What follows belongs to an exercise in optimizing a design on an open flow for small area, a short achievable clock period and few clock cycles per item; a production flow would make more cautious choices.
Only simulation tests tie the RTL to the original design; equivalence was not proved.
Power figures rest on the tool's default switching activity, not on a simulated workload.

==> design/flow/flow/synth_mod.tcl <==
# The standard flow's synthesis script (ORFS synthesis without the fsm and share passes,
# flattened, function nets renamed).  ABC maps each module of ABC_MODULES
# (the top and the combinational modules kept by SYNTH_KEEP_MODULES) with its
# own delay-targeted script: ABC_SCRIPT_<module> if set, else CUSTOM_ABC_SCRIPT.
proc synth {args} { yosys synth -nofsm -noshare {*}$args }
proc abc {args} {
  set i [lsearch -exact $args -script]
  foreach m $::env(ABC_MODULES) {
    set key ABC_SCRIPT_$m
    set s $::env(CUSTOM_ABC_SCRIPT)
    if { [info exists ::env($key)] } { set s $::env($key) }
    set a [lreplace $args [expr {$i + 1}] [expr {$i + 1}] $s]
    yosys abc {*}$a $m
  }
}
source $::env(SCRIPTS_DIR)/synth.tcl
# left out here: clear keep_hierarchy, flatten, clean up, hide names made inside functions, write 1_2_yosys.v
==> design/flow/config.mk <==
export PLATFORM = sky130hd
export DESIGN_NAME = division
export DESIGN_NICKNAME = division
export VERILOG_FILES = /design/flow/design.v
export SDC_FILE = /design/flow/constraint.sdc
export NUM_CORES = 4
export LEC_CHECK = 0
export CAP_MARGIN = 20
export CORE_MARGIN = 2
export CORE_UTILIZATION = 40
export PLACE_DENSITY = 0.6
export SLEW_MARGIN = 20
==> design/flow/flow/abc_step1.script <==
strash
dch
map -D 1100
topo
stime -c
buffer -c
upsize -c -D 1100
dnsize -c -D 1100
==> design/flow/flow/abc_step2.script <==
strash
dch
map -D 1800
topo
stime -c
buffer -c
upsize -c -D 1800
dnsize -c -D 1800
==> design/flow/standard.sh <==
#!/bin/bash
# synth_recipe.tcl (not shown) runs the flow's synth.tcl, then flattens the netlist and writes it again
# the make line also repeats each setting of config.mk as NAME=value (left out here)
make -C /OpenROAD-flow-scripts/flow DESIGN_CONFIG=/design/flow/config.mk WORK_HOME=/design/flow/orfs CLKGATE_MAP_FILE= SYNTH_SCRIPT=/design/flow/synth_recipe.tcl "${@:-finish}"
==> design/flow/design.v <==
module division(input clk, input rst, input start, input [31:0] dividendo, divisor,
                output [31:0] cociente, residuo, output done);
reg [15:0] rem;       
reg [16:0] dv;        
reg [15:0] quo;       
reg        busy, done_r;
wire [16:0] dv_n;
wire [8:0]  sel;
division_norm u_norm(.n_in(dividendo[15:0]), .d_in(divisor[15:0]),
                     .busy(busy), .dv(dv), .dv_n(dv_n), .sel(sel));
wire        imm = sel[0];
wire [15:0] mark;
genvar t;
generate for (t = 0; t < 8; t = t + 1) begin : g_mark
  assign mark[15 - 2*t] = 1'b0;
  assign mark[14 - 2*t] = sel[t + 1];
end endgenerate
wire        ge1, ge2;
wire [15:0] r1, rem_n;
division_step1 u_s1(.rem(rem), .dv(dv), .ge(ge1), .r(r1));
division_step2 u_s2(.rem(r1), .dv(dv[16:1]), .busy(busy), .n_in(dividendo[15:0]),
                    .ge(ge2), .rem_n(rem_n));
always @(posedge clk) begin
  done_r <= 1'b0;
  if (rst) begin
    busy <= 1'b0;
  end else if (!busy) begin
    if (start) begin
      if (imm)
        done_r <= 1'b1;
      else
        busy <= 1'b1;
    end
  end else if (quo[14]) begin
    busy   <= 1'b0;
    done_r <= 1'b1;
  end
end
always @(posedge clk) begin
  rem <= rem_n;
  dv  <= dv_n;
  if (!busy)
    quo <= mark;
  else
    quo <= {quo[13:0], ge1, ge2};
end
assign cociente = {16'd0, quo[14:0], ge1};
assign residuo  = {17'd0, r1[14:0]};
assign done     = done_r;
endmodule
module division_norm(input [15:0] n_in, d_in, input busy, input [16:0] dv,
                     output reg [16:0] dv_n, output [8:0] sel);
wire [16:0] m2;
assign m2[0] = 1'b1;
genvar i, t;
generate for (i = 1; i < 17; i = i + 1) begin : g_m2
  assign m2[i] = |n_in[15:i-1];
end endgenerate
wire [9:0] tt;
assign tt[0] = 1'b1;
assign tt[9] = 1'b0;
generate for (t = 1; t < 9; t = t + 1) begin : g_tt
  wire [32:0] sd = {17'd0, d_in} << (2 * t);
  assign tt[t] = ~|(sd & ~{16'd0, m2});
end endgenerate
assign sel = tt[8:0] & ~tt[9:1];
integer k;
always @* begin
  dv_n = {17{busy}} & {2'b0, dv[16:2]};
  for (k = 0; k < 9; k = k + 1)
    dv_n = dv_n | ({17{sel[k] & ~busy}} & ({1'b0, d_in} << (2 * k)));
end
endmodule
module division_step1(input [15:0] rem, input [16:0] dv, output ge, output [15:0] r);
assign ge = ~dv[16] && (rem >= dv[15:0]);
assign r  = ge ? rem - dv[15:0] : rem;
endmodule
module division_step2(input [15:0] rem, input [15:0] dv, input busy, input [15:0] n_in,
                      output ge, output [15:0] rem_n);
assign ge    = rem >= dv;
assign rem_n = !busy ? n_in : (ge ? rem - dv : rem);
endmodule
==> design/flow/constraint.sdc <==
create_clock -name core_clock -period 10.0 [get_ports {clk}]
set_input_delay 2.0000 -clock core_clock [delete_from_list [all_inputs] [get_ports {clk}]]
set_output_delay 2.0000 -clock core_clock [all_outputs]
set_load 0.01 [all_outputs]
==> design/flow/flow/abc_top.script <==
strash
dch
map -D 2500
topo
stime -c
buffer -c
upsize -c -D 2500
dnsize -c -D 2500
==> design/flow/flow/abc_norm.script <==
strash
dch
map -D 1500
topo
stime -c
buffer -c
upsize -c -D 1500
dnsize -c -D 1500
==> design/flow/flow/run.sh <==
#!/bin/bash
# The standard layout (standard.sh) with these changes to how it is made:
# - synthesis keeps the three combinational modules apart until ABC maps
#   them, and ABC maps each module with its own delay-targeted,
#   area-recovering script (flow/abc_*.script: normalisation 1500 ps, first
#   step 1100 ps, second step 1800 ps, top 2500 ps), without the adder cell
#   step; the netlist is then flattened as in the standard synthesis;
# - ports are buffered with the smallest buffer;
# - repair_timing aims at setup margin 5.3 ns.
# Each ORFS step keeps its own log under orfs/logs; make's output goes to standard.log.
set -euo pipefail
F=$(pwd)/flow
bash standard.sh SETUP_SLACK_MARGIN=5.3 "BUFFER_PORTS_ARGS=-buffer_cell sky130_fd_sc_hd__buf_1" ADDER_MAP_FILE= \
  SYNTH_SCRIPT=$F/synth_mod.tcl "SYNTH_KEEP_MODULES=division_norm division_step1 division_step2" \
  "ABC_MODULES=division division_norm division_step1 division_step2" \
  CUSTOM_ABC_SCRIPT=$F/abc_top.script ABC_SCRIPT_division_norm=$F/abc_norm.script \
  ABC_SCRIPT_division_step1=$F/abc_step1.script ABC_SCRIPT_division_step2=$F/abc_step2.script \
   finish > standard.log 2>&1
==> flow_summary.ini, run 1 <==
[floorplan]
io_pins = 132
die_y_um = 117.4
fp-row-count = 41
dieArea_mm2 = 0.01378
die_x_um = 117.4
start_util_pct = 40.92
core-area_mm2 = 0.01257

[synth]
avgSynthCellArea_um2 = 6.279
seq_area_frac_synth_pct = 19.46
synth_ff_type = dfxtp_1
async_reset_ff_share_pct = 0
synth-edff-count = 0
synth_cells = 819
synth_area_mm2 = 0.005142
ys_types = 70
ys_ff_latch = 50
yosys_warnings = 2

[timing]
tightestPinTransition_ns = 0.7765
fin_skew_ns = 0.005265
fin_setup_tns_ns = 0
rsz0062_at_grt = yes
relSlewSlack_pct = 47.92
finalCriticalPeriod_ns = 4.523
final-max-slew-violation-count = 0
whs_ns = 0.4181
fin_crit_sh_pct = 45.23
maxClockFrequency_mhz = 221.1
setup_violations = 0
hold_viol_final = 0

[cells_and_area]
diodes = 0
area_growth_pct = 8.005
stdcell_count = 1053
drive_gt1_share_pct = 10.90
nNetsFinal = 947

[critical_path]
worst_setup_path_start_kind = primary input
reg2reg_setup_slack_ns = 5.87
end_kind = register
path_class = primary input to register
required_ns = 10.16
cp_data_arrival_time_ns = 4.68
crit_path_max_fanout = 10

[drt]
drc = 0
num_vias = 5501
route.final.wire_length_um = 15670
postRouteAntennaNets = 0
wl_per_cell_um = 14.88
drt_first_pass_iters = 5
drt-initial-drc-count = 396
vias_per_cell = 5.224

[power]
finalPower_mw = 1.154
p_per_area_mw_per_mm2 = 207.7
leakage_nw = 2.509
vdd_ir_drop_max_v = 0.00007995

[flow_run]
cap_violations = 0

[grt]
grt_usage_pct = 22.37
grt_max_degree = 39
grt_pass1_vias = 5102
grt_pass1_wl_um = 25390
grt-ovfl-total = 0
antenna_found_initial = 0

[clocking]
insertion_delay_ns = 0.29
hold_buffers = 0
tritoncts = yes
cts_max_path_buffers = 2
path_clk_slew_ns = 0.07
cts_root_buf = clkbuf_16
cts_sinks = 50
htree_levels = 2
numCtsBuffers = 5

[status]
status = timing/DRC/antenna clean

[placement]
dp_cells = 1041
gp_congestion = 1.044
dp_hpwl_um = 12480
port_buffers = 66

[hold_path]
worstHoldPathType = register to register
[Yosys stat by module, one instance, submodules excluded]
module	flip-flops and latches	copies in the design	cells
division_norm	0	1	224
division	50	1	132
division_step1	0	1	225
division_step2	0	1	238
[cells by family after synthesis]
family,after synthesis,synth area share [%]
XOR/XNOR,22,3.893
buffers and inverters,176,16.62
AO/OA/AOI/OAI,205,27.32
flip-flops,50,19.46
other,1,0.07292
AND/OR/NAND/NOR,365,32.63
[per-layer routing]
layer / GRT usage, % / share of wire, % / up-vias
met5: 0 / 0 / -
met3: 2.529 / 6.1 / 33
met2: 37.10 / 46 / 199
met4: 8.358 / 3.1 / 0
met1: 29.86 / 45 / 2477
li1: - / - / 2792
[final cells by class]
cell class	count	area, um^2
clock buffer	5	125.1
timing repair buffer	71	285.3
tap	172	215.2
inverter	127	481.7
multi-input combinational	625	3421
clock inverter	3	25.02
sequential	50	1001
fill	1379	7014
[worst max-delay path, stage by stage]
cell	delay [ns]
buf_1	0.53
nor2_8	0.12
nand3_4	0.17
o22ai_1	0.09
a2111oi_0	0.57
nand4_1	0.33
and3_4	0.28
nand2_4	0.11
inv_2	0.09
a221oi_2	0.23
o221ai_1	0.15
[worst paths after layout]
kind | from | end | cells past startpoint
worst max-delay path | dividendo[15] | dv[8] | 11
worst min-delay path | cociente[8] | cociente[10] | 2
worst min register to register | cociente[8] | cociente[10] | 2
worst max register to register | dv[8] | rem[12] | 26
[sequential cells by signal, summed over array words and instances, names as in the netlist]
name      count
dv           17
rem          16
cociente     15
busy          1
done_r        1
[cells in the mapped netlist (all sizes together) (9+ instances only)]
master	number	area (um^2)
a21oi	43	230.2
a22oi	9	67.56
buf	43	350.3
dfxtp	50	1001
inv	125	474.2
nand2	180	733.2
nand3	24	137.6
nor2	123	536.8
nor3	21	136.4
o2111ai	10	93.84
o21ai	79	436.7
o22ai	14	87.58
xor2	15	138.9
[through the flow]
stage          util [%]  worst slack [ns]  area (um^2)
6_report          44.19             5.477         5554
5_1_grt           44.19             5.294         5554
4_1_cts           43.84             5.308         5510
3_5_place_dp      42.65             5.347         5360
3_3_place_gp      42.65             5.278         5360
2_1_floorplan         -             6.278         5263
[timing repair]
action / in CTS / in global routing
endpoints found under the hold margin: 0 / 0
setup endpoints to repair: 2 / 19
buffers inserted: 0 / 4
pin swaps: 0 / 1
resized for setup: 2 / 8
[power by group]
group	total, mW	switching [mW]	internal (mW)
clock network	0.175	0.0807	0.0942
registers	0.250	0.0269	0.223
logic	0.729	0.488	0.241
[layout by cell type, fill, tap and decap left out, types with 14 or more instances in the layout]
cell / instances
dfxtp_1: 50
o21ai_2: 14
o21ai_1: 15
nor2_1: 110
inv_1: 114
xor2_1: 14
o21ai_0: 50
conb_1: 33
buf_1: 66
a21oi_1: 41
nand2_1: 166
nand3_1: 22
nor3_1: 16
o22ai_1: 14
Testbench counts, summed over its fixed seeds: cycles 12,906, items 4,000.
==> run 2: changes to the inputs <==
--- a/design/flow/flow/run.sh
+++ b/design/flow/flow/run.sh
@@ -6,11 +6,11 @@
 #   step 1100 ps, second step 1800 ps, top 2500 ps), without the adder cell
 #   step; the netlist is then flattened as in the standard synthesis;
 # - ports are buffered with the smallest buffer;
-# - repair_timing aims at setup margin 5.3 ns.
+# - repair_timing aims at setup margin 5.7 ns.
 # Each ORFS step keeps its own log under orfs/logs; make's output goes to standard.log.
 set -euo pipefail
 F=$(pwd)/flow
-bash standard.sh SETUP_SLACK_MARGIN=5.3 "BUFFER_PORTS_ARGS=-buffer_cell sky130_fd_sc_hd__buf_1" ADDER_MAP_FILE= \
+bash standard.sh SETUP_SLACK_MARGIN=5.7 "BUFFER_PORTS_ARGS=-buffer_cell sky130_fd_sc_hd__buf_1" ADDER_MAP_FILE= \
   SYNTH_SCRIPT=$F/synth_mod.tcl "SYNTH_KEEP_MODULES=division_norm division_step1 division_step2" \
   "ABC_MODULES=division division_norm division_step1 division_step2" \
   CUSTOM_ABC_SCRIPT=$F/abc_top.script ABC_SCRIPT_division_norm=$F/abc_norm.script \
==> run 2 against run 1 <==
Worst hold slack hardly changed. Synthesized cell count stayed put. Sequential share of layout area fell by 1.0 points. Sequential power is 3% higher. Die area did not move. Combinational power up about 20%. Cell area increased by 11%. First-iteration DRC count increased by 8.3%. Critical path depth decreased by 1. Wire length increased by 6.9%. Count of clock-buffer cells in the layout unchanged. Highest routed layer unchanged.
==> flow_summary.ini, run 2 <==
[status]
status = timing/DRC/antenna clean

[critical_path]
cp_data_arrival_time_ns = 2.27
path_class = register to output port
required_ns = 8.00
critPathMostFrequentCell = o21ai_4
worst_setup_path_start_kind = register
path_cells = xor2_2 > nor2_4 > inv_2 > nor3_4 > nand4_1 > o21ai_4 > and2_4 > nand3b_1 > o21ai_4 > buf_6
end_kind = output port
slowest_delay_ns = 0.38
crit_path_max_fanout = 8
slowest_stage = dfxtp_4

[clocking]
path_clk_slew_ns = 0.07
insertion_delay_ns = 0.29
hold_buffers = 0
htree_levels = 2
cts_sinks = 50
cts_root_buf = clkbuf_16
cts_max_path_buffers = 2
numCtsBuffers = 5
tritoncts = yes

[power]
sw_frac_of_total_pct = 50.95
power_frac_comb_pct = 66.9
p_per_area_mw_per_mm2 = 212.9
vdd_ir_drop_max_v = 0.00008160
leakage_nw = 2.734
finalPower_mw = 1.308
seq_power_share_pct = 19.7
power_frac_clock_pct = 13.4
power.internal_uw = 641.4
p_sw_uw = 666.3

[cells_and_area]
diodes = 0
final_cell_mix = nand2_1 (155), inv_1 (108), nor2_1 (99)
fillers = 1304
drive_gt1_share_pct = 21.83
nNetsFinal = 973
mostFrequentLayoutCell = nand2_1
max_flop_register = dv
largest_reg_flops = 17
design_area_mm2 = 0.006142
area_growth_pct = 19.44
final_util_pct = 48.87
stdcell_count = 1079

[placement]
dp_slack_ns = 5.347
dp_cells = 1041
dp_hpwl_um = 12480
placed_cell_area_mm2 = 0.005360
gp_congestion = 1.044
port_buffers = 66

[timing]
tightestPinTransition_ns = 0.7898
relSlewSlack_pct = 47.02
finalCriticalPeriod_ns = 4.273
fin_crit_sh_pct = 42.73
rsz0062_at_grt = yes
fin_skew_ns = 0.006474
whs_ns = 0.4176
final-max-slew-violation-count = 0
setup_violations = 0
hold_viol_final = 0
fin_setup_tns_ns = 0
maxClockFrequency_mhz = 234.0
layout_setup_ws_ns = 5.727

[synth]
yosysTopAreaCell = dfxtp_1
synth_area_leaders = dfxtp_1 (19%), nand2_1 (12%), inv_1 (8.3%)
seq_area_frac_synth_pct = 19.46
synth_top_area_share_pct = 19.46
synth_ff_type = dfxtp_1
synth_area_mm2 = 0.005142
avgSynthCellArea_um2 = 6.279
yosys_warnings = 2
async_reset_ff_share_pct = 0
yosys-top-cells-count = nand2_1 (167), inv_1 (114), nor2_1 (110)
ys_ff_latch = 50
synth_cells = 819
ys_types = 70
synth.most_common_cell = nand2_1
synth-edff-count = 0

[grt]
grt_pass1_wl_um = 25880
grt_usage_pct = 22.84
antenna_found_initial = 0
grt_pass1_vias = 5179
grt-ovfl-total = 0
grt_max_degree = 39

[floorplan]
io_pins = 132
fp-row-count = 41
start_util_pct = 40.92
die_y_um = 117.4
dieArea_mm2 = 0.01378
die_x_um = 117.4
core-area_mm2 = 0.01257

[drt]
vias_per_cell = 5.360
met1_length_um = 7235
drt_first_pass_iters = 5
drt-initial-drc-count = 429
met2_length_um = 7748
postRouteAntennaNets = 0
wl_per_cell_um = 15.52
routed-wl-met3_um = 1086
num_vias = 5783
drc = 0
route.final.wire_length_um = 16740
topRoutingLayerUsed = met4

[flow_run]
cap_violations = 0

[hold_path]
worstHoldPathType = register to register
[run 2: changes by cell type in the layout (fill, tap and decap cells not counted), sizes merged]
cell / change
and2: +1
buf: +25
[run 2: worst paths after layout]
check              start      endpoint  cells after the start  slack [ns]
max                dv[9]    residuo[1]                     10        5.73
min          cociente[8]  cociente[10]                      2        0.42
max reg2reg        dv[9]       rem[12]                     24        6.01
min reg2reg  cociente[8]  cociente[10]                      2        0.42
[run 2: timing repair]
action	CTS	global route
pin swaps	2	20
gates resized for setup	39	101
cloned	1	0
setup buffers	6	23
setup endpoints to repair	17	26
[run 2: cell families after synthesis]
kind of cell	synth area share, %
buffers and inverters	16.62
xor gates and xnor gates	3.893
and+or+nand+nor	32.63
DFF	19.46
AOI/OAI and AO/OA	27.32
other	0.07292
[run 2: metal layers]
layer / global-route usage [%] / vias to the layer above
met5: 0 / -
met4: 9.337 / 0
met3: 2.529 / 49
met2: 37.79 / 237
met1: 30.29 / 2657
li1: - / 2840
[run 2: power by group through the flow]
stage	Clock, mW	Combinational, mW	Sequential [mW]
floorplan	0	0.578	0.247
global placement	0	0.708	0.254
detailed placement	0	0.707	0.255
CTS	0.180	0.754	0.251
global route	0.185	0.973	0.261
finish	0.175	0.875	0.258
[run 2: final cells by class]
class / count / area [um^2] / area share, %
inverters: 127 / 489.2 / 7.965
flip-flops and latches: 50 / 1045 / 17.01
clock buffers: 5 / 125.1 / 2.037
well taps: 172 / 215.2 / 3.504
multi-input cells: 626 / 3731 / 60.75
repair buffers: 96 / 511.7 / 8.332
clock inverters: 3 / 25.02 / 0.4074
[run 2: Yosys stat by module (local to each module, per instance)]
module	flops+latches	area, um^2	cells	times used
division_step2	0	1114	238	1
division_norm	0	1414	224	1
division_step1	0	1171	225	1
division	50	1444	132	1
[run 2: critical path, delay by kind of cell (launching register included)]
| family | cells | cell delay [ns] |
|---|---|---|
| AO/OA/AOI/OAI | 2 | 0.37 |
| buffers and inverters | 2 | 0.18 |
| AND/OR/NAND/NOR | 5 | 0.86 |
| flip-flops | 1 | 0.38 |
| XOR/XNOR | 1 | 0.19 |
==> run 3: changes to the inputs <==
--- a/design/flow/flow/run.sh
+++ b/design/flow/flow/run.sh
@@ -6,13 +6,13 @@
 #   step 1100 ps, second step 1800 ps, top 2500 ps), without the adder cell
 #   step; the netlist is then flattened as in the standard synthesis;
 # - ports are buffered with the smallest buffer;
-# - repair_timing aims at setup margin 5.7 ns.
+# - repair_timing aims at setup margin 5.5 ns.
 # Each ORFS step keeps its own log under orfs/logs; make's output goes to standard.log.
 set -euo pipefail
 F=$(pwd)/flow
-bash standard.sh SETUP_SLACK_MARGIN=5.7 "BUFFER_PORTS_ARGS=-buffer_cell sky130_fd_sc_hd__buf_1" ADDER_MAP_FILE= \
+bash standard.sh SETUP_SLACK_MARGIN=5.5 "BUFFER_PORTS_ARGS=-buffer_cell sky130_fd_sc_hd__buf_1" ADDER_MAP_FILE= \
   SYNTH_SCRIPT=$F/synth_mod.tcl "SYNTH_KEEP_MODULES=division_norm division_step1 division_step2" \
   "ABC_MODULES=division division_norm division_step1 division_step2" \
   CUSTOM_ABC_SCRIPT=$F/abc_top.script ABC_SCRIPT_division_norm=$F/abc_norm.script \
   ABC_SCRIPT_division_step1=$F/abc_step1.script ABC_SCRIPT_division_step2=$F/abc_step2.script \
-   finish > standard.log 2>&1
+  SKIP_REPAIR_TIE_FANOUT=1 finish > standard.log 2>&1
==> run 3 against run 2 <==
Still clean. Maximum frequency fell by 2.5%. Flip-flop and latch count did not move. Clock skew barely moved. Wire length fell by 6.1%. Via count fell by 6.3%. Clock power fell by 3%. Die area did not move. Sequential share of layout area rose by 1.1 points. Count of clock-buffer cells in the layout did not move. Synthesized cell count did not move. Global-route usage fell by 0.26 points. Critical path depth rose by 3.
==> flow_summary.ini, run 3 <==
[floorplan]
die_y_um = 117.4
start_util_pct = 40.92
fp-row-count = 41
io_pins = 132
dieArea_mm2 = 0.01378
core-area_mm2 = 0.01257
die_x_um = 117.4

[cells_and_area]
final_cell_mix = nand2_1 (164), inv_1 (114), nor2_1 (105)
area_growth_pct = 9.367
mostFrequentLayoutCell = nand2_1
diodes = 0
multiInputGateArea_mm2 = 0.003371
nNetsFinal = 927
drive_gt1_share_pct = 16.14
max_flop_register = dv
largest_reg_flops = 17
regArea_mm2 = 0.001017
fillers = 1394

[critical_path]
slowest_stage = dfxtp_2
cp-endpoint = residuo[3]
r2r_start = dv[8]
worst_setup_path_start_kind = register
path_class = register to output port
slowest_delay_ns = 0.39
reg2reg_depth = 27
reg2reg_setup_slack_ns = 5.99
crit_path_max_fanout = 7
end_kind = output port
cp.depth = 13
cp_data_arrival_time_ns = 2.38
critPathTopFamily = simple AND/OR/NAND/NOR gates
crit_start = dv[8]
path_cells = inv_1 > nand2_2 > nand2_2 > nor2_4 > inv_2 > nor3_2 > nand4_1 > o21ai_2 > and2_4 > clkbuf_4 > buf_4 > o21ai_4 > clkbuf_2
path_buf_inv = 5
critPathMostFrequentCell = nand2_2
rr_endpoint = rem[12]
required_ns = 8.00

[power]
leakage_nw = 2.498
finalPower_mw = 1.201
vdd_ir_drop_max_v = 0.00008264
p_per_area_mw_per_mm2 = 213.5

[timing]
maxClockFrequency_mhz = 228.1
fin_setup_tns_ns = 0
finalCriticalPeriod_ns = 4.384
final-max-slew-violation-count = 0
fin_skew_ns = 0.006682
fin_crit_sh_pct = 43.84
hold_viol_final = 0
rsz0062_at_grt = no
layout_setup_ws_ns = 5.616
tightestPinTransition_ns = 0.8047
relSlewSlack_pct = 46.02
setup_violations = 0

[synth]
yosysTopAreaCell = dfxtp_1
seq_area_frac_synth_pct = 19.46
synth_area_mm2 = 0.005142
synth-edff-count = 0
ys_types = 70
yosys-top-cells-count = nand2_1 (167), inv_1 (114), nor2_1 (110)
synth.most_common_cell = nand2_1
ys_ff_latch = 50
yosys_warnings = 2
synth_top_area_share_pct = 19.46
avgSynthCellArea_um2 = 6.279
synth_ff_type = dfxtp_1
async_reset_ff_share_pct = 0
synth_cells = 819
synth_area_leaders = dfxtp_1 (19%), nand2_1 (12%), inv_1 (8.3%)

[clocking]
path_clk_slew_ns = 0.07
cts_max_path_buffers = 2
tritoncts = yes
cts_sinks = 50
insertion_delay_ns = 0.29
htree_levels = 2
numCtsBuffers = 5
cts_root_buf = clkbuf_16

[placement]
gp_congestion = 1.023
dp_slack_ns = 5.372
port_buffers = 66
dp_hpwl_um = 12510

[drt]
vias_per_cell = 5.246
drt-initial-drc-count = 408
drt_first_pass_iters = 5
postRouteAntennaNets = 0
num_vias = 5419
drc = 0
wl_per_cell_um = 15.22
route.final.wire_length_um = 15720

[hold_path]
worstHoldPathType = register to register

[grt]
grt_max_degree = 34
grt-ovfl-total = 0
antenna_found_initial = 0
met3_usage_pct = 2.432
grt_usage_pct = 22.58
use_met1_pct = 30.59
grt.met2_usage_pct = 38.08
grt_pass1_vias = 5115
grt-busiest-layer = met2
grt_pass1_wl_um = 25590

[flow_run]
cap_violations = 0

[status]
status = timing/DRC/antenna clean
[run 3: worst register-to-register path, stage by stage (launching register included)]
cell	delay, ns
dfxtp_2	0.39
inv_1	0.07
nand2_2	0.09
nand2_2	0.10
nor2_4	0.13
inv_2	0.05
nor3_2	0.15
nand4_1	0.13
o21ai_2	0.21
and2_4	0.22
buf_12	0.11
nand3b_1	0.09
o21ai_2	0.10
inv_1	0.09
nor2_2	0.10
inv_1	0.08
nand2_1	0.06
nor2_1	0.05
nor2_1	0.16
nor3_1	0.08
nor2_2	0.17
nor3_2	0.06
a211oi_2	0.26
nand3b_1	0.20
nand2_4	0.15
inv_2	0.30
a21oi_1	0.11
a22o_1	0.21
[run 3: modules after synthesis (local to each module, per instance)]
module / flops+latches / copies in the design / cell area (um^2)
division: 50 / 1 / 1444
division_norm: 0 / 1 / 1414
division_step1: 0 / 1 / 1171
division_step2: 0 / 1 / 1114
[run 3: kinds of logic (layout without fill, tap and decap cells)]
family                 count (synthesis)  count (layout)  share of synthesized area, %
AO/OA/AOI/OAI                        205             205                         27.32
XOR/XNOR                              22              22                         3.893
buffers and inverters                176             218                         16.62
flip-flops                            50              50                         19.46
other                                  1               1                       0.07292
AND/OR/NAND/NOR                      365             365                         32.63
[run 3: how the worst min path moves through the flow]
stage / cells past startpoint / slack (ns) / endpoint / startpoint
final: 2 / 0.42 / cociente[14] / cociente[12]
after global routing: 2 / 0.44 / cociente[10] / cociente[8]
after CTS: 2 / 0.42 / cociente[14] / cociente[12]
after detailed placement: 2 / 0.41 / cociente[14] / cociente[12]
after global placement: 2 / 0.41 / cociente[10] / cociente[8]
after floorplan: 2 / 0.45 / cociente[10] / cociente[8]
[run 3: power by group]
group	internal, mW	switching [mW]
Clock	0.0928	0.0776
Combinational	0.272	0.504
Sequential	0.225	0.0282
[run 3: per-layer routing]
layer / vias up / share of wire [%] / wire, um
met2: 183 / 46 / 7190
li1: 2790 / - / -
met3: 24 / 5.3 / 827
met4: 0 / 2.0 / 316
met5: - / 0 / 0
met1: 2422 / 47 / 7387
[run 3: through the flow]
stage	cells	instance area, um^2	hold slack, ns	util (%)
finish	1033	5624	0.4207	44.75
global route	1033	5624	0.4410	44.75
CTS	1022	5430	0.4236	43.21
detailed placement	1009	5240	0.4144	41.69
global placement	1009	5240	0.4059	41.69
floorplan	819	5142	0.4473	-
[run 3: layout make-up]
| type | count | share of cell area (%) |
|---|---|---|
| sequential | 50 | 18.09 |
| multi-input combinational | 593 | 59.93 |
| clock buffer | 5 | 2.225 |
| timing repair buffer | 83 | 6.986 |
| clock inverter | 3 | 0.3782 |
| tap | 172 | 3.826 |
| inverter | 127 | 8.565 |
[run 3: what timing repair did]
item | in CTS | in global routing
resized for setup | 8 | 38
pin swaps | 1 | 5
endpoints found under the hold margin | 0 | 0
setup endpoints to repair | 9 | 22
hold buffers | 0 | 0
buffers inserted | 5 | 11
==> run 4: changes to the inputs <==
--- a/design/flow/flow/run.sh
+++ b/design/flow/flow/run.sh
@@ -15,4 +15,4 @@
   "ABC_MODULES=division division_norm division_step1 division_step2" \
   CUSTOM_ABC_SCRIPT=$F/abc_top.script ABC_SCRIPT_division_norm=$F/abc_norm.script \
   ABC_SCRIPT_division_step1=$F/abc_step1.script ABC_SCRIPT_division_step2=$F/abc_step2.script \
-  SKIP_REPAIR_TIE_FANOUT=1 finish > standard.log 2>&1
+  PLACE_DENSITY=0.5 finish > standard.log 2>&1
==> run 4 against run 3 <==
First-iteration DRC count down 4.7%. Register-to-register slack got worse by 0.11 ns. Setup slack gained 0.041 ns. Core utilization hardly changed. Cell count increased by 1.8%. Synthesized cell count is the same. Critical path type unchanged. Critical endpoint is now residuo[13].
==> flow_summary.ini, run 4 <==
[critical_path]
path_cells = inv_1 > nand2_1 > nand3_1 > nand2_1 > nand3b_1 > nand2_2 > a21oi_4 > o21ai_4 > and2_4 > o21ai_0 > o21ai_2 > buf_1
slowest_delay_ns = 0.35
crit_start = dv[1]
cp_data_arrival_time_ns = 2.34
path_class = register to output port
required_ns = 8.00
end_kind = output port
path_buf_inv = 2
critPathTopFamily = simple AND/OR/NAND/NOR gates
worst_setup_path_start_kind = register
cp.depth = 12
r2r_start = dv[1]
slowest_stage = dfxtp_1
reg2reg_depth = 26
critPathMostFrequentCell = nand2_1
crit_path_max_fanout = 8

[power]
leakage_nw = 2.524
seq_power_share_pct = 21.1
power_frac_clock_pct = 16.1
p_sw_uw = 632.3
p_per_area_mw_per_mm2 = 217.0
power_frac_comb_pct = 62.9
vdd_ir_drop_max_v = 0.00008399
power.internal_uw = 589.2
sw_frac_of_total_pct = 51.76
finalPower_mw = 1.222

[grt]
grt-busiest-layer = met2
grt.met2_usage_pct = 44.23
grt_pass1_wl_um = 27410
grt_pass1_vias = 5194
use_met1_pct = 29.93
grt-ovfl-total = 0
met3_usage_pct = 3.551
antenna_found_initial = 0
grt_usage_pct = 25.20
grt_max_degree = 39

[clocking]
htree_levels = 2
insertion_delay_ns = 0.29
cts_root_buf = clkbuf_16
cts_sinks = 50
path_clk_slew_ns = 0.07
tritoncts = yes
cts_max_path_buffers = 2
numCtsBuffers = 5

[synth]
avgSynthCellArea_um2 = 6.279
synthMuxAreaShare_pct = 0
synth_area_leaders = dfxtp_1 (19%), nand2_1 (12%), inv_1 (8.3%)
yosys_warnings = 2
yosys.area_share.simple_pct = 32.63
async_reset_ff_share_pct = 0
ys_ff_latch = 50
synth_top_family_by_area = simple AND/OR/NAND/NOR gates
yosys-top-cells-count = nand2_1 (167), inv_1 (114), nor2_1 (110)
synthXorXnorAreaFrac_pct = 3.893
synth_cells = 819
synth_ff_type = dfxtp_1
yosysTopAreaCell = dfxtp_1
synth_area_mm2 = 0.005142
synth.most_common_cell = nand2_1
synth_top_area_share_pct = 19.46
synth-edff-count = 0
ys_types = 70
seq_area_frac_synth_pct = 19.46
synth_fa_ha_area_share_pct = 0
synth_compound_area_share_pct = 27.32

[placement]
dp_hpwl_um = 14460
gp_congestion = 0.9435
port_buffers = 66

[floorplan]
fp-row-count = 41
core-area_mm2 = 0.01257
start_util_pct = 40.92
die_y_um = 117.4
dieArea_mm2 = 0.01378
io_pins = 132
die_x_um = 117.4

[drt]
wl_per_cell_um = 17.14
drt_first_pass_iters = 5
postRouteAntennaNets = 0
num_vias = 5579
route.final.wire_length_um = 18040
drt-initial-drc-count = 389
vias_per_cell = 5.303
drc = 0

[cells_and_area]
max_flop_register = dv
diodes = 0
final_cell_mix = nand2_1 (166), inv_1 (114), nor2_1 (110)
largest_reg_flops = 17
nNetsFinal = 946
mostFrequentLayoutCell = nand2_1
area_growth_pct = 9.465
drive_gt1_share_pct = 12.50

[timing]
rsz0062_at_grt = no
hold_viol_final = 0
final-max-slew-violation-count = 0
tightestPinTransition_ns = 0.7751
fin_setup_tns_ns = 0
maxClockFrequency_mhz = 230.3
fin_skew_ns = 0.006796
finalCriticalPeriod_ns = 4.342
setup_violations = 0
fin_crit_sh_pct = 43.42
relSlewSlack_pct = 48.01

[hold_path]
worstHoldPathType = register to register
holdPathStages = 2
hp-start = cociente[2]

[flow_run]
cap_violations = 0

[status]
status = timing/DRC/antenna clean
-- run 4: cell types whose count changed in the layout (fill, tap and decap cells not counted), moves of 3 or more --
cell,previous run,this run
o21ai_1,10,14
buf_1,62,65
conb_1,1,33
nor2_1,105,110
nor2_2,13,8
o21ai_2,18,12
buf_4,15,3
clkbuf_2,4,1
-- run 4: per-layer routing --
metal / up-vias / wire length (um)
li1: 2785 / -
met1: 2560 / 7247
met2: 197 / 9021
met3: 37 / 984
met4: 0 / 782
met5: - / 0
-- run 4: path summary, 6_finish.rpt --
check             slack, ns          end
setup / recovery       5.66  residuo[13]
setup reg to reg       5.88      rem[15]
hold reg to reg        0.42  cociente[4]
hold / removal         0.42  cociente[4]
-- run 4: cell families after synthesis --
group	after synthesis
flip-flops	50
AO/OA/AOI/OAI	205
buffers and inverters	176
other	1
XOR/XNOR	22
AND/OR/NAND/NOR	365
-- run 4: Yosys stat by module, one instance, submodules excluded --
module          cell area [um^2]  copies in the design  flops+latches
division_norm               1414                     1              0
division                    1444                     1             50
division_step1              1171                     1              0
division_step2              1114                     1              0
-- run 4: metrics by stage --
step | utilization [%] | std cells | hold slack (ns) | area (um^2) | setup slack, ns
finish | 44.79 | 1052 | 0.4204 | 5629 | 5.658
global route | 44.79 | 1052 | 0.4392 | 5629 | 5.452
CTS | 44.22 | 1051 | 0.4234 | 5558 | 5.492
detailed placement | 42.65 | 1041 | 0.4133 | 5360 | 5.372
global placement | 42.65 | 1041 | 0.4059 | 5360 | 5.335
floorplan | - | 851 | 0.4473 | 5263 | 6.278
-- run 4: power by group through the flow --
stage               Combinational (mW)  Sequential [mW]  Clock, mW
finish                           0.768            0.257      0.196
global route                     0.862            0.260      0.209
CTS                              0.747            0.256      0.203
detailed placement               0.731            0.260          0
global placement                 0.728            0.260          0
floorplan                        0.578            0.247          0
-- run 4: repair_timing --
| action | CTS | global route |
|---|---|---|
| buffers inserted | 2 | 0 |
| setup endpoints to repair | 17 | 29 |
| gates resized for setup | 12 | 22 |
| hold buffers | 0 | 0 |
| cloned | 0 | 1 |
| pin swaps | 1 | 2 |
-- run 4: layout make-up --
cell class	instances	area, um^2
fillers	1403	6939
multi-input cells	626	3476
flip-flops and latches	50	1016
inverters	127	484.2
repair buffers	69	271.5
well taps	172	215.2
clock buffers	6	128.9
clock inverters	2	37.54
-- run 4: worst register-to-register path, cell delays in order, from the launching register on --
cell and delay [ns]:
dfxtp_1 0.35, inv_1 0.05, nand2_1 0.12, nand3_1 0.15
nand2_1 0.14, nand3b_1 0.10, nand2_2 0.12, a21oi_4 0.09
o21ai_4 0.22, and2_4 0.26, nand3b_1 0.11, o21ai_2 0.10
inv_1 0.09, nor2_2 0.10, inv_1 0.07, nand2_1 0.06
nor2_1 0.06, nor2_1 0.17, nor3_1 0.08, nor2_2 0.18
nor3_2 0.07, a211oi_2 0.28, nand3b_1 0.20, nand2_4 0.17
inv_4 0.22, a21oi_1 0.07, o21ai_0 0.33
==> run 5: changes to the inputs <==
--- a/design/flow/flow/run.sh
+++ b/design/flow/flow/run.sh
@@ -15,4 +15,4 @@
   "ABC_MODULES=division division_norm division_step1 division_step2" \
   CUSTOM_ABC_SCRIPT=$F/abc_top.script ABC_SCRIPT_division_norm=$F/abc_norm.script \
   ABC_SCRIPT_division_step1=$F/abc_step1.script ABC_SCRIPT_division_step2=$F/abc_step2.script \
-  PLACE_DENSITY=0.5 finish > standard.log 2>&1
+  PLACE_DENSITY=0.8 CORE_UTILIZATION=55 finish > standard.log 2>&1
==> run 5 against run 4 <==
First-iteration DRC count is 16% lower. Combinational power is 2% lower. Power decreased by 5.7%. Area after synthesis unchanged. Clock power decreased by 24%. Setup slack got worse by 0.099 ns. Cell count decreased by 5.4%. Sequential share of layout area rose by 0.24 points. Critical path depth unchanged. Worst hold slack better by 0.0030 ns. Global-route usage increased by 3.7 points. Flip-flop and latch count is the same. Largest cell class unchanged.
==> flow_summary.ini, run 5 <==
[status]
status = timing/DRC/antenna clean

[floorplan]
io_pins = 132
die_y_um = 100.7
core-area_mm2 = 0.009153
fp-row-count = 35
dieArea_mm2 = 0.01014
die_x_um = 100.7
start_util_pct = 56.19

[synth]
avgSynthCellArea_um2 = 6.279
synth_ff_type = dfxtp_1
async_reset_ff_share_pct = 0
ys_types = 70
yosys-top-cells-count = nand2_1 (167), inv_1 (114), nor2_1 (110)
synth-edff-count = 0
synth.most_common_cell = nand2_1
ys_ff_latch = 50
synth_top_area_share_pct = 19.46
synth_cells = 819
seq_area_frac_synth_pct = 19.46
synth_area_mm2 = 0.005142
yosysTopAreaCell = dfxtp_1
synth_area_leaders = dfxtp_1 (19%), nand2_1 (12%), inv_1 (8.3%)
yosys_warnings = 2

[drt]
drc = 0
drt_first_pass_iters = 5
num_vias = 5589
drt-initial-drc-count = 327
postRouteAntennaNets = 0
vias_per_cell = 5.617
route.final.wire_length_um = 15150
wl_per_cell_um = 15.23

[grt]
grt-ovfl-total = 0
grt_pass1_wl_um = 23760
antenna_found_initial = 0
grt-busiest-layer = met2
grt_usage_pct = 28.89
grt_pass1_vias = 5014
grt.met2_usage_pct = 47.64
met3_usage_pct = 2.843
grt_max_degree = 31
use_met1_pct = 38.61

[critical_path]
reg2reg_setup_slack_ns = 5.84
cp_data_arrival_time_ns = 2.44
cp-endpoint = residuo[3]
r2r_start = dv[8]
required_ns = 8.00
reg2reg_depth = 27
crit_path_max_fanout = 9
crit_start = dv[8]
path_class = register to output port
end_kind = output port
worst_setup_path_start_kind = register
rr_endpoint = rem[12]

[clocking]
hold_buffers = 0
htree_levels = 2
insertion_delay_ns = 0.31
tritoncts = yes
numCtsBuffers = 5
cts_root_buf = clkbuf_8
cts_max_path_buffers = 2
path_clk_slew_ns = 0.10
cts_sinks = 50

[cells_and_area]
mostFrequentLayoutCell = nand2_1
fillers = 959
nNetsFinal = 950
area_growth_pct = 7.251
regArea_mm2 = 0.001008
max_flop_register = dv
multiInputGateArea_mm2 = 0.003473
diodes = 0
final_cell_mix = nand2_1 (164), inv_1 (114), nor2_1 (110)
design_area_mm2 = 0.005515
drive_gt1_share_pct = 13.12
largest_reg_flops = 17

[hold_path]
worstHoldPathType = register to register

[timing]
finalCriticalPeriod_ns = 4.441
hold_viol_final = 0
relSlewSlack_pct = 48.91
maxClockFrequency_mhz = 225.2
rsz0062_at_grt = yes
fin_setup_tns_ns = 0
final-max-slew-violation-count = 0
setup_violations = 0
fin_crit_sh_pct = 44.41
whs_ns = 0.4234
tightestPinTransition_ns = 0.7616
fin_skew_ns = 0.01332

[placement]
placed_cell_area_mm2 = 0.005284
dp_hpwl_um = 11760
gp_congestion = 1.020
port_buffers = 66

[power]
vdd_ir_drop_max_v = 0.00008102
p_per_area_mw_per_mm2 = 208.8
finalPower_mw = 1.152
leakage_nw = 2.527

[flow_run]
cap_violations = 0
run 5: cell counts after synthesis:
No cell type changed its count.
run 5: per-module statistics from Yosys, one instance, submodules excluded:
| module | cells inside | cell area, um^2 | copies in the design | flip-flops and latches |
|---|---|---|---|---|
| division_norm | 224 | 1414 | 1 | 0 |
| division_step2 | 238 | 1114 | 1 | 0 |
| division_step1 | 225 | 1171 | 1 | 0 |
| division | 132 | 1444 | 1 | 50 |
run 5: layout make-up:
class	instances	area share, %
Multi-Input combinational cell	626	62.98
Sequential cell	50	18.28
Inverter	127	8.734
Timing Repair Buffer	73	5.445
Tap cell	111	2.518
Clock buffer	5	1.248
Clock inverter	3	0.7940
run 5: per-stage QoR:
step | utilization (%) | instances | setup WS (ns)
6_report | 60.26 | 995 | 5.559
5_1_grt | 60.26 | 995 | 5.424
4_1_cts | 59.03 | 988 | 5.496
3_5_place_dp | 57.73 | 980 | 5.342
3_3_place_gp | 57.73 | 980 | 5.347
2_1_floorplan | - | 851 | 6.278
run 5: worst min path at each step:
stage	from	endpoint	cells after the start
finish	cociente[8]	cociente[10]	2
global route	cociente[10]	cociente[12]	2
CTS	cociente[8]	cociente[10]	2
detailed placement	cociente[6]	cociente[8]	2
global placement	cociente[12]	cociente[14]	2
floorplan	cociente[8]	cociente[10]	2
run 5: routing by layer:
metal	part of all wire, %	vias up
met5	0	-
met4	3.3	0
met3	8.6	44
met2	47	270
met1	41	2481
li1	-	2794
run 5: logic make-up after synthesis:
kind of cell	after synthesis	synth area share, %
DFF	50	19.46
buffers and inverters	176	16.62
and+or+nand+nor	365	32.63
xor gates and xnor gates	22	3.893
other	1	0.07292
AOI/OAI and AO/OA	205	27.32
run 5: timing repair:
item | CTS | global route
setup buffers | 0 | 6
endpoints found under the setup margin | 8 | 22
pin swaps | 0 | 1
gates resized for setup | 8 | 23
cloned | 0 | 1
run 5: worst max-delay path, cell delays in order (launching register included):
cell and delay, ns:
dfxtp_2 0.41, inv_1 0.07, nand2_2 0.10, nand2_2 0.10
nor2_4 0.13, inv_2 0.05, nor3_2 0.17, nand4_1 0.13
o21ai_2 0.26, and2_4 0.27, o21ai_0 0.14, o21ai_2 0.13
buf_1 0.18
run 5: power by group:
group	switching [mW]	internal, mW
registers	0.0272	0.224
logic	0.502	0.250
clock network	0.0730	0.0751
==> run 6: changes to the inputs <==
--- a/design/flow/flow/run.sh
+++ b/design/flow/flow/run.sh
@@ -3,7 +3,7 @@
 # - synthesis keeps the three combinational modules apart until ABC maps
 #   them, and ABC maps each module with its own delay-targeted,
 #   area-recovering script (flow/abc_*.script: normalisation 1500 ps, first
-#   step 1100 ps, second step 1800 ps, top 2500 ps), without the adder cell
+#   step 1100 ps, second step 2200 ps, top 3000 ps), without the adder cell
 #   step; the netlist is then flattened as in the standard synthesis;
 # - ports are buffered with the smallest buffer;
 # - repair_timing aims at setup margin 5.5 ns.
@@ -15,4 +15,4 @@
   "ABC_MODULES=division division_norm division_step1 division_step2" \
   CUSTOM_ABC_SCRIPT=$F/abc_top.script ABC_SCRIPT_division_norm=$F/abc_norm.script \
   ABC_SCRIPT_division_step1=$F/abc_step1.script ABC_SCRIPT_division_step2=$F/abc_step2.script \
-  PLACE_DENSITY=0.8 CORE_UTILIZATION=55 finish > standard.log 2>&1
+   finish > standard.log 2>&1
==> design/flow/flow/abc_step2.script (replaced) <==
strash
dch
map -D 2200
topo
stime -c
buffer -c
upsize -c -D 2200
dnsize -c -D 2200
==> design/flow/flow/abc_top.script (replaced) <==
strash
dch
map -D 3000
topo
stime -c
buffer -c
upsize -c -D 3000
dnsize -c -D 3000
==> run 6 against run 5 <==
Power grew 8.1%. Critical path type unchanged. Setup slack gained 0.0077 ns. Core utilization shrank 15 points. Register-to-register slack gained 0.10 ns. Clock skew shrank 0.0066 ns. Worst hold slack lost 0.0014 ns. Largest power group unchanged. Sequential share of layout area shrank 0.54 points. Cell area grew 3.6%. Count of clock-buffer cells in the layout is the same.
==> flow_summary.ini, run 6 <==
[critical_path]
crit_start = rem[7]
required_ns = 8.00
rr_endpoint = rem[2]
end_kind = output port
reg2reg_setup_slack_ns = 5.94
crit_path_max_fanout = 7
path_class = register to output port
reg2reg_depth = 28
cp_data_arrival_time_ns = 2.43
worst_setup_path_start_kind = register
r2r_start = rem[7]

[synth]
seq_area_frac_synth_pct = 19.54
avgSynthCellArea_um2 = 6.241
ys_ff_latch = 50
async_reset_ff_share_pct = 0
synth-edff-count = 0
synth_ff_type = dfxtp_1
yosys_warnings = 2
synth_area_mm2 = 0.005124
synth_top_area_share_pct = 19.54
yosys-top-cells-count = nand2_1 (167), inv_1 (116), nor2_1 (112)
yosysTopAreaCell = dfxtp_1
ys_types = 70
synth.most_common_cell = nand2_1
synth_area_leaders = dfxtp_1 (20%), nand2_1 (12%), inv_1 (8.5%)
synth_cells = 821

[clocking]
htree_levels = 2
numCtsBuffers = 5
tritoncts = yes
hold_buffers = 0
cts_root_buf = clkbuf_16
cts_max_path_buffers = 2
cts_sinks = 50
path_clk_slew_ns = 0.07
insertion_delay_ns = 0.29

[timing]
hold_viol_final = 0
fin_setup_tns_ns = 0
final-max-slew-violation-count = 0
fin_crit_sh_pct = 44.34
tightestPinTransition_ns = 0.7729
finalCriticalPeriod_ns = 4.434
maxClockFrequency_mhz = 225.5
rsz0062_at_grt = yes
fin_skew_ns = 0.006757
setup_violations = 0
relSlewSlack_pct = 48.16

[power]
power.internal_uw = 628.7
sw_frac_of_total_pct = 49.48
power_frac_clock_pct = 17.8
leakage_nw = 2.588
vdd_ir_drop_max_v = 0.00008713
finalPower_mw = 1.245
p_sw_uw = 615.8
power_frac_comb_pct = 61.9
seq_power_share_pct = 20.3
p_per_area_mw_per_mm2 = 217.9

[cells_and_area]
regArea_mm2 = 0.001013
diodes = 0
area_growth_pct = 11.48
max_flop_register = dv
final_cell_mix = nand2_1 (164), inv_1 (116), nor2_1 (109)
multiInputGateArea_mm2 = 0.003472
mostFrequentLayoutCell = nand2_1
drive_gt1_share_pct = 13.98
nNetsFinal = 953
fillers = 1387
largest_reg_flops = 17

[placement]
dp_hpwl_um = 12710
port_buffers = 66
gp_congestion = 1.004

[drt]
drc = 0
route.final.wire_length_um = 15970
postRouteAntennaNets = 0
num_vias = 5533
drt_first_pass_iters = 5
wl_per_cell_um = 15.08
vias_per_cell = 5.225
drt-initial-drc-count = 391

[hold_path]
holdPathEnd = cociente[10]
worstHoldPathType = register to register
holdPathStages = 2
hp-start = cociente[8]

[floorplan]
die_x_um = 117.2
io_pins = 132
core-area_mm2 = 0.01257
start_util_pct = 40.77
die_y_um = 117.2
fp-row-count = 41
dieArea_mm2 = 0.01373

[grt]
grt-ovfl-total = 0
grt_pass1_wl_um = 25160
antenna_found_initial = 0
grt_usage_pct = 23.19
grt_max_degree = 29
grt_pass1_vias = 5060

[flow_run]
cap_violations = 0

[status]
status = timing/DRC/antenna clean
## run 6: power groups by stage
stage | Clock, mW | Sequential, mW | Combinational, mW
after global routing | 0.236 | 0.257 | 0.866
after global placement | 0 | 0.255 | 0.704
after CTS | 0.227 | 0.251 | 0.730
after floorplan | 0 | 0.247 | 0.569
after detailed placement | 0 | 0.256 | 0.702
final | 0.222 | 0.253 | 0.770
## run 6: final cells by class
| class | instances | share of cell area, % |
|---|---|---|
| clock buffer | 5 | 2.191 |
| clock inverter | 3 | 1.205 |
| sequential | 50 | 17.74 |
| tap | 172 | 3.768 |
| timing repair buffer | 75 | 5.608 |
| inverter | 129 | 8.697 |
| multi-input combinational | 625 | 60.79 |
## run 6: worst max-delay path by stage
stage / end / slack (ns) / cells past startpoint
detailed placement: rem[2] / 4.88 / 25
global placement: rem[2] / 4.97 / 25
floorplan: residuo[0] / 6.28 / 10
global route: residuo[14] / 5.48 / 12
finish: residuo[14] / 5.57 / 12
CTS: residuo[0] / 5.47 / 11
## run 6: metal layers
metal | share of wire (%) | vias up | track usage [%]
met5 | 0 | - | 0
met4 | 3.0 | 0 | 7.765
met3 | 4.5 | 32 | 2.317
met2 | 46 | 177 | 37.85
met1 | 46 | 2526 | 32.03
li1 | - | 2798 | -
## run 6: through the flow
stage	hold WS [ns]	area [um^2]	instances	util (%)	setup WS [ns]
2_1_floorplan	0.4473	5244	853	-	6.278
3_3_place_gp	0.4079	5349	1043	42.56	4.972
3_5_place_dp	0.4126	5349	1043	42.56	4.881
4_1_cts	0.4229	5599	1054	44.55	5.474
5_1_grt	0.4304	5712	1059	45.45	5.480
6_report	0.4220	5712	1059	45.45	5.566
## run 6: cells by family (layout without fill, tap and decap cells)
logic type / after synthesis / in the layout / synth area share, %
other cells: 1 / 33 / 0.07319
simple gates: 364 / 364 / 32.45
flops: 50 / 50 / 19.54
buf+inv: 178 / 212 / 16.68
compound gates: 207 / 207 / 27.52
xor+xnor: 21 / 21 / 3.736
## run 6: modules after synthesis (local to each module, per instance)
module,cells inside,times used,flops+latches
division_norm,224,1,0
division_step2,240,1,0
division_step1,225,1,0
division,132,1,50
## run 6: what timing repair did
item | in CTS | in global routing
pin swaps | 1 | 3
setup endpoints to repair | 25 | 31
buffers inserted | 3 | 5
gates resized for setup | 16 | 32
## run 6: critical path: stages, from the launching register on
cell	delay, ns
dfxtp_1	0.38
inv_1	0.07
nor2_1	0.24
nor2_2	0.09
nand2_1	0.12
nor2_2	0.07
a21oi_4	0.20
o21ai_2	0.09
and2_4	0.18
clkbuf_4	0.18
buf_4	0.16
o21ai_2	0.19
clkbuf_2	0.18
==> run 7: changes to the inputs <==
--- a/design/flow/flow/run.sh
+++ b/design/flow/flow/run.sh
@@ -3,7 +3,7 @@
 # - synthesis keeps the three combinational modules apart until ABC maps
 #   them, and ABC maps each module with its own delay-targeted,
 #   area-recovering script (flow/abc_*.script: normalisation 1500 ps, first
-#   step 1100 ps, second step 2200 ps, top 3000 ps), without the adder cell
+#   step 1100 ps, second step 1800 ps, top 3500 ps), without the adder cell
 #   step; the netlist is then flattened as in the standard synthesis;
 # - ports are buffered with the smallest buffer;
 # - repair_timing aims at setup margin 5.5 ns.
==> design/flow/flow/abc_step2.script (replaced) <==
strash
dch
map -D 1800
topo
stime -c
buffer -c
upsize -c -D 1800
dnsize -c -D 1800
==> design/flow/flow/abc_top.script (replaced) <==
strash
dch
map -D 3500
topo
stime -c
buffer -c
upsize -c -D 3500
dnsize -c -D 3500
==> run 7 against run 6 <==
Largest power group unchanged. Largest cell class unchanged. Area after synthesis increased by 0.37%. Clock power decreased by 22%. Setup slack improved by 0.10 ns. Count of clock-buffer cells in the layout unchanged. First-iteration DRC count increased by 9.5%. Sequential share of layout area increased by 0.13 points. Highest routed layer unchanged.
==> flow_summary.ini, run 7 <==
[timing]
tightestPinTransition_ns = 0.7705
fin_skew_ns = 0.007004
final-max-slew-violation-count = 0
fin_crit_sh_pct = 43.32
hold_viol_final = 0
maxClockFrequency_mhz = 230.9
layout_setup_ws_ns = 5.668
finalCriticalPeriod_ns = 4.332
relSlewSlack_pct = 48.32
fin_setup_tns_ns = 0
setup_violations = 0
rsz0062_at_grt = yes

[critical_path]
r2r_start = dv[1]
required_ns = 8.00
rr_endpoint = rem[12]
cp_data_arrival_time_ns = 2.33
end_kind = output port
crit_start = dv[1]
crit_path_max_fanout = 8
worst_setup_path_start_kind = register
reg2reg_depth = 27
path_class = register to output port
reg2reg_setup_slack_ns = 6.00

[clocking]
path_clk_slew_ns = 0.07
htree_levels = 2
cts_sinks = 50
insertion_delay_ns = 0.29
tritoncts = yes
numCtsBuffers = 5
cts_root_buf = clkbuf_16
hold_buffers = 0
cts_max_path_buffers = 2

[placement]
dp_hpwl_um = 12480
gp_congestion = 1.044
dp_slack_ns = 5.347
port_buffers = 66

[synth]
async_reset_ff_share_pct = 0
avgSynthCellArea_um2 = 6.279
synthXorXnorAreaFrac_pct = 3.893
seq_area_frac_synth_pct = 19.46
yosys.area_share.simple_pct = 32.63
synth_top_family_by_area = simple AND/OR/NAND/NOR gates
synth_compound_area_share_pct = 27.32
ys_types = 70
yosys_warnings = 2
yosys-top-cells-count = nand2_1 (167), inv_1 (114), nor2_1 (110)
yosysTopAreaCell = dfxtp_1
synth_ff_type = dfxtp_1
synth_area_mm2 = 0.005142
synth_top_area_share_pct = 19.46
synth_fa_ha_area_share_pct = 0
synth.most_common_cell = nand2_1
synthMuxAreaShare_pct = 0
synth_cells = 819
synth-edff-count = 0
synth_area_leaders = dfxtp_1 (19%), nand2_1 (12%), inv_1 (8.3%)
ys_ff_latch = 50

[hold_path]
hp-start = cociente[8]
holdPathEnd = cociente[10]
worstHoldPathType = register to register
holdPathStages = 2

[drt]
vias_per_cell = 5.233
met1_length_um = 7139
postRouteAntennaNets = 0
drt-initial-drc-count = 428
num_vias = 5526
route.final.wire_length_um = 15810
routed-wl-met3_um = 925
drc = 0
drt_first_pass_iters = 5
wl_per_cell_um = 14.97
met2_length_um = 7264
topRoutingLayerUsed = met4

[flow_run]
cap_violations = 0

[floorplan]
die_x_um = 117.4
core-area_mm2 = 0.01257
dieArea_mm2 = 0.01378
fp-row-count = 41
io_pins = 132
die_y_um = 117.4
start_util_pct = 40.92

[grt]
antenna_found_initial = 0
grt_pass1_vias = 5108
grt_pass1_wl_um = 25410
grt_max_degree = 39
grt_usage_pct = 22.39
grt-ovfl-total = 0

[cells_and_area]
final_cell_mix = nand2_1 (165), inv_1 (114), nor2_1 (109)
mostFrequentLayoutCell = nand2_1
fillers = 1364
diodes = 0
nNetsFinal = 950
drive_gt1_share_pct = 13.24
area_growth_pct = 9.830
max_flop_register = dv
largest_reg_flops = 17

[power]
p_per_area_mw_per_mm2 = 209.6
leakage_nw = 2.541
vdd_ir_drop_max_v = 0.00008009

[status]
status = timing/DRC/antenna clean
-- run 7: worst max-delay path by stage --
stage                   to  slack [ns]  cells after the start
3_5_place_dp         dv[8]        5.35                     11
6_report        residuo[8]        5.67                     12
4_1_cts         residuo[3]        5.49                     12
3_3_place_gp         dv[8]        5.28                     11
2_1_floorplan   residuo[0]        6.28                     10
5_1_grt        residuo[13]        5.49                      9
-- run 7: metal layers --
layer / global-route usage, % / vias up
met5: 0 / -
met4: 8.358 / 0
met3: 2.529 / 32
met2: 37.17 / 200
met1: 29.86 / 2495
li1: - / 2799
-- run 7: cell families (layout without fill, tap and decap cells) --
logic type | after synthesis | count (layout)
AO/OA/AOI/OAI | 205 | 205
flip-flops | 50 | 50
buffers and inverters | 176 | 208
XOR/XNOR | 22 | 22
other | 1 | 33
AND/OR/NAND/NOR | 365 | 366
-- run 7: what timing repair did --
action	in CTS	in global routing
pin swaps	0	4
setup endpoints to repair	8	29
resized for setup	9	26
setup buffers	0	6
cloned	0	1
-- run 7: critical path, stage by stage, from the launching register on --
cell,delay [ns]
dfxtp_1,0.37
inv_1,0.05
nand2_1,0.12
nand3_1,0.15
nand2_1,0.15
nand3b_1,0.10
nand2_2,0.12
a21oi_4,0.09
o21ai_4,0.20
and2_4,0.24
o21ai_0,0.16
o21ai_4,0.12
buf_1,0.17
-- run 7: final cells by class --
cell class,count,area [um^2],share of cell area (%)
Multi-Input combinational cell,626,3487,61.74
Sequential cell,50,1010,17.88
Inverter,127,484.2,8.573
Timing Repair Buffer,73,301.5,5.339
Tap cell,172,215.2,3.810
Clock buffer,5,125.1,2.215
Clock inverter,3,25.02,0.4431
-- run 7: modules after synthesis, one instance, submodules excluded --
module / flops+latches / cells inside
division: 50 / 132
division_step2: 0 / 238
division_norm: 0 / 224
division_step1: 0 / 225
-- run 7: metrics by stage --
stage	hold WS [ns]	util (%)	total power, mW	area [um^2]	cells
2_1_floorplan	0.4473	-	0.8256	5263	851
3_3_place_gp	0.4072	42.65	0.9626	5360	1041
3_5_place_dp	0.4111	42.65	0.9614	5360	1041
4_1_cts	0.4225	43.92	1.146	5520	1049
5_1_grt	0.4402	44.94	1.297	5648	1056
6_report	0.4168	44.94	1.184	5648	1056
-- run 7: report_power, final --
part	switching (mW)	internal [mW]	total [mW]	leakage, nW
clock	0.0799	0.0942	0.174	0.0704
sequential	0.0270	0.224	0.251	0.416
combinational	0.506	0.252	0.758	2.05
==> run 8: changes to the inputs <==
--- a/design/flow/flow/run.sh
+++ b/design/flow/flow/run.sh
@@ -3,7 +3,7 @@
 # - synthesis keeps the three combinational modules apart until ABC maps
 #   them, and ABC maps each module with its own delay-targeted,
 #   area-recovering script (flow/abc_*.script: normalisation 1500 ps, first
-#   step 1100 ps, second step 1800 ps, top 3500 ps), without the adder cell
+#   step 1100 ps, second step 2000 ps, top 2500 ps), without the adder cell
 #   step; the netlist is then flattened as in the standard synthesis;
 # - ports are buffered with the smallest buffer;
 # - repair_timing aims at setup margin 5.5 ns.
==> design/flow/flow/abc_step2.script (replaced) <==
strash
dch
map -D 2000
topo
stime -c
buffer -c
upsize -c -D 2000
dnsize -c -D 2000
==> design/flow/flow/abc_top.script (replaced) <==
strash
dch
map -D 2500
topo
stime -c
buffer -c
upsize -c -D 2500
dnsize -c -D 2500
==> run 8 against run 7 <==
Combinational power down 0.5%. Sequential power about the same. Worst hold slack about the same. Sequential share of layout area is 0.077 points higher. Critical path depth unchanged. First-iteration DRC count did not move. Maximum frequency decreased by 0.42%. Setup slack got worse by 0.018 ns. Register-to-register slack worse by 0.02 ns. Synthesized cell count up 0.24%. Core utilization hardly changed. Count of clock-buffer cells in the layout did not move. Largest power group unchanged.
==> flow_summary.ini, run 8 <==
[placement]
port_buffers = 66
dp_hpwl_um = 12570
gp_congestion = 0.9962
placed_cell_area_mm2 = 0.005354
dp_cells = 1043

[drt]
num_vias = 5453
drc = 0
drt_first_pass_iters = 7
postRouteAntennaNets = 0
wl_per_cell_um = 14.77
route.final.wire_length_um = 15640
vias_per_cell = 5.149
drt-initial-drc-count = 428

[timing]
fin_skew_ns = 0.007309
finalCriticalPeriod_ns = 4.350
maxClockFrequency_mhz = 229.9
fin_crit_sh_pct = 43.50
setup_violations = 0
rsz0062_at_grt = yes
final-max-slew-violation-count = 0
tightestPinTransition_ns = 0.7564
relSlewSlack_pct = 49.26
fin_setup_tns_ns = 0
whs_ns = 0.4171
hold_viol_final = 0

[synth]
synth_cells = 821
seq_area_frac_synth_pct = 19.50
yosys_warnings = 2
synth.most_common_cell = nand2_1
ys_ff_latch = 50
ys_types = 70
synth_area_mm2 = 0.005132
synth_top_area_share_pct = 19.50
yosysTopAreaCell = dfxtp_1
synth_ff_type = dfxtp_1
synth_area_leaders = dfxtp_1 (20%), nand2_1 (12%), inv_1 (8.5%)
synth-edff-count = 0
avgSynthCellArea_um2 = 6.251
yosys-top-cells-count = nand2_1 (167), inv_1 (116), nor2_1 (112)
async_reset_ff_share_pct = 0

[cells_and_area]
drive_gt1_share_pct = 13.30
fillers = 1387
mostFrequentLayoutCell = nand2_1
regArea_mm2 = 0.001015
multiInputGateArea_mm2 = 0.003446
diodes = 0
stdcell_count = 1059
max_flop_register = dv
largest_reg_flops = 17
design_area_mm2 = 0.005652
nNetsFinal = 953
final_cell_mix = nand2_1 (163), inv_1 (115), nor2_1 (108)
area_growth_pct = 10.12

[clocking]
htree_levels = 2
path_clk_slew_ns = 0.07
cts_root_buf = clkbuf_16
cts_sinks = 50
numCtsBuffers = 5
cts_max_path_buffers = 2
insertion_delay_ns = 0.29
tritoncts = yes
hold_buffers = 0

[critical_path]
path_class = register to output port
critPathTopFamily = simple AND/OR/NAND/NOR gates
critPathMostFrequentCell = nand2_1
slowest_stage = dfxtp_2
crit_path_max_fanout = 16
path_buf_inv = 2
slowest_delay_ns = 0.35
end_kind = output port
worst_setup_path_start_kind = register
cp_data_arrival_time_ns = 2.35
path_cells = inv_1 > nand2_1 > nand2_1 > nor2_2 > a21oi_2 > nor3_1 > nor3_1 > o21ai_2 > nand2_2 > nand2_1 > o21ai_1 > buf_1
required_ns = 8.00

[grt]
grt_pass1_vias = 5102
grt-ovfl-total = 0
grt_pass1_wl_um = 25040
grt_usage_pct = 23.04
antenna_found_initial = 0
grt_max_degree = 29

[floorplan]
dieArea_mm2 = 0.01375
core-area_mm2 = 0.01257
start_util_pct = 40.84
die_y_um = 117.3
die_x_um = 117.3
fp-row-count = 41
io_pins = 132

[flow_run]
cap_violations = 0

[power]
vdd_ir_drop_max_v = 0.00009245
leakage_nw = 2.556
finalPower_mw = 1.197
p_per_area_mw_per_mm2 = 211.9

[hold_path]
worstHoldPathType = register to register

[status]
status = timing/DRC/antenna clean
-- run 8: through the flow --
stage / setup slack [ns] / utilization, %
global route: 5.447 / 44.97
global placement: 5.296 / 42.60
finish: 5.650 / 44.97
floorplan: 6.278 / -
CTS: 5.510 / 43.98
detailed placement: 5.295 / 42.60
-- run 8: cell families after synthesis --
family	share of synthesized area, %
xor+xnor	3.730
buf+inv	16.72
other cells	0.07306
compound gates	27.57
flops	19.50
simple gates	32.40
-- run 8: layout make-up --
class	count	area share, %
Timing Repair Buffer	75	5.601
Clock inverter	3	0.7084
Multi-Input combinational cell	625	60.97
Tap cell	172	3.808
Clock buffer	5	2.214
Sequential cell	50	17.95
Inverter	129	8.745
-- run 8: where the power goes --
group | switching, mW | internal, mW
sequential | 0.0278 | 0.225
clock | 0.0733 | 0.117
combinational | 0.499 | 0.256
-- run 8: tightest hold or removal path, cell delays in order (launching register included) --
cell and delay [ns]:
dfxtp_1 0.31, inv_1 0.04, nor2_1 0.03
-- run 8: path summary, 6_finish.rpt --
check | startpoint | endpoint | slack, ns | cells after the start
max reg2reg | dv[10] | rem[2] | 5.98 | 29
max | dv[10] | residuo[6] | 5.65 | 12
min reg2reg | cociente[8] | cociente[10] | 0.42 | 2
min | cociente[8] | cociente[10] | 0.42 | 2
-- run 8: layer usage --
layer	track usage (%)	routed length, um
met5	0	0
met4	10.20	654
met3	2.266	848
met2	37.51	6983
met1	30.93	7156
-- run 8: repair_timing --
item / 4_1_cts / 5_1_grt
endpoints found under the setup margin: 19 / 32
endpoints found under the hold margin: 0 / 0
setup buffers: 0 / 8
resized for setup: 9 / 29
pin swaps: 0 / 4
-- run 8: per-module statistics from Yosys, one instance, submodules excluded --
module,cells,times used,flops+latches,area (um^2)
division_step2,240,1,0,1104
division,132,1,50,1444
division_step1,225,1,0,1171
division_norm,224,1,0,1414

==> re-timing with driven ports <==
Ports are ideal in the flow. The routed layouts listed here were re-timed in OpenROAD. Step 1 (the two cells are an assumption about what drives the block):
set clk [get_ports {clk}]
set_driving_cell -lib_cell sky130_fd_sc_hd__clkbuf_16 $clk
set_driving_cell -lib_cell sky130_fd_sc_hd__buf_2 [delete_from_list [all_inputs] $clk]
Step 2 also shifts input and output timing later by t, the mid clock arrival at the registers, as if the neighbouring blocks saw the same clock. a / b / c = no drivers / after step 1 / after step 2; a / b = the first two.
run | shift t [ns] | setup slack, ns | latest minus earliest clock arrival (ns)
run 1 | 0.330 | 5.477 / 5.479 / 5.150 | 0.005 / 0.005
run 2 | 0.330 | 5.727 / 5.688 / 5.486 | 0.006 / 0.006
run 3 | 0.329 | 5.616 / 5.578 / 5.300 | 0.007 / 0.007
run 4 | 0.330 | 5.658 / 5.619 / 5.465 | 0.006 / 0.007
run 5 | 0.334 | 5.559 / 5.528 / 5.356 | 0.013 / 0.013
run 6 | 0.321 | 5.566 / 5.532 / 5.321 | 0.007 / 0.007
run 7 | 0.330 | 5.668 / 5.629 / 5.443 | 0.007 / 0.007
run 8 | 0.327 | 5.650 / 5.611 / 5.336 | 0.007 / 0.007
After both steps setup and hold are still met in every run listed. For run 1, which loses most, drivers alone change the setup slack by +0.002 ns; drivers and shift together by -0.327 ns.
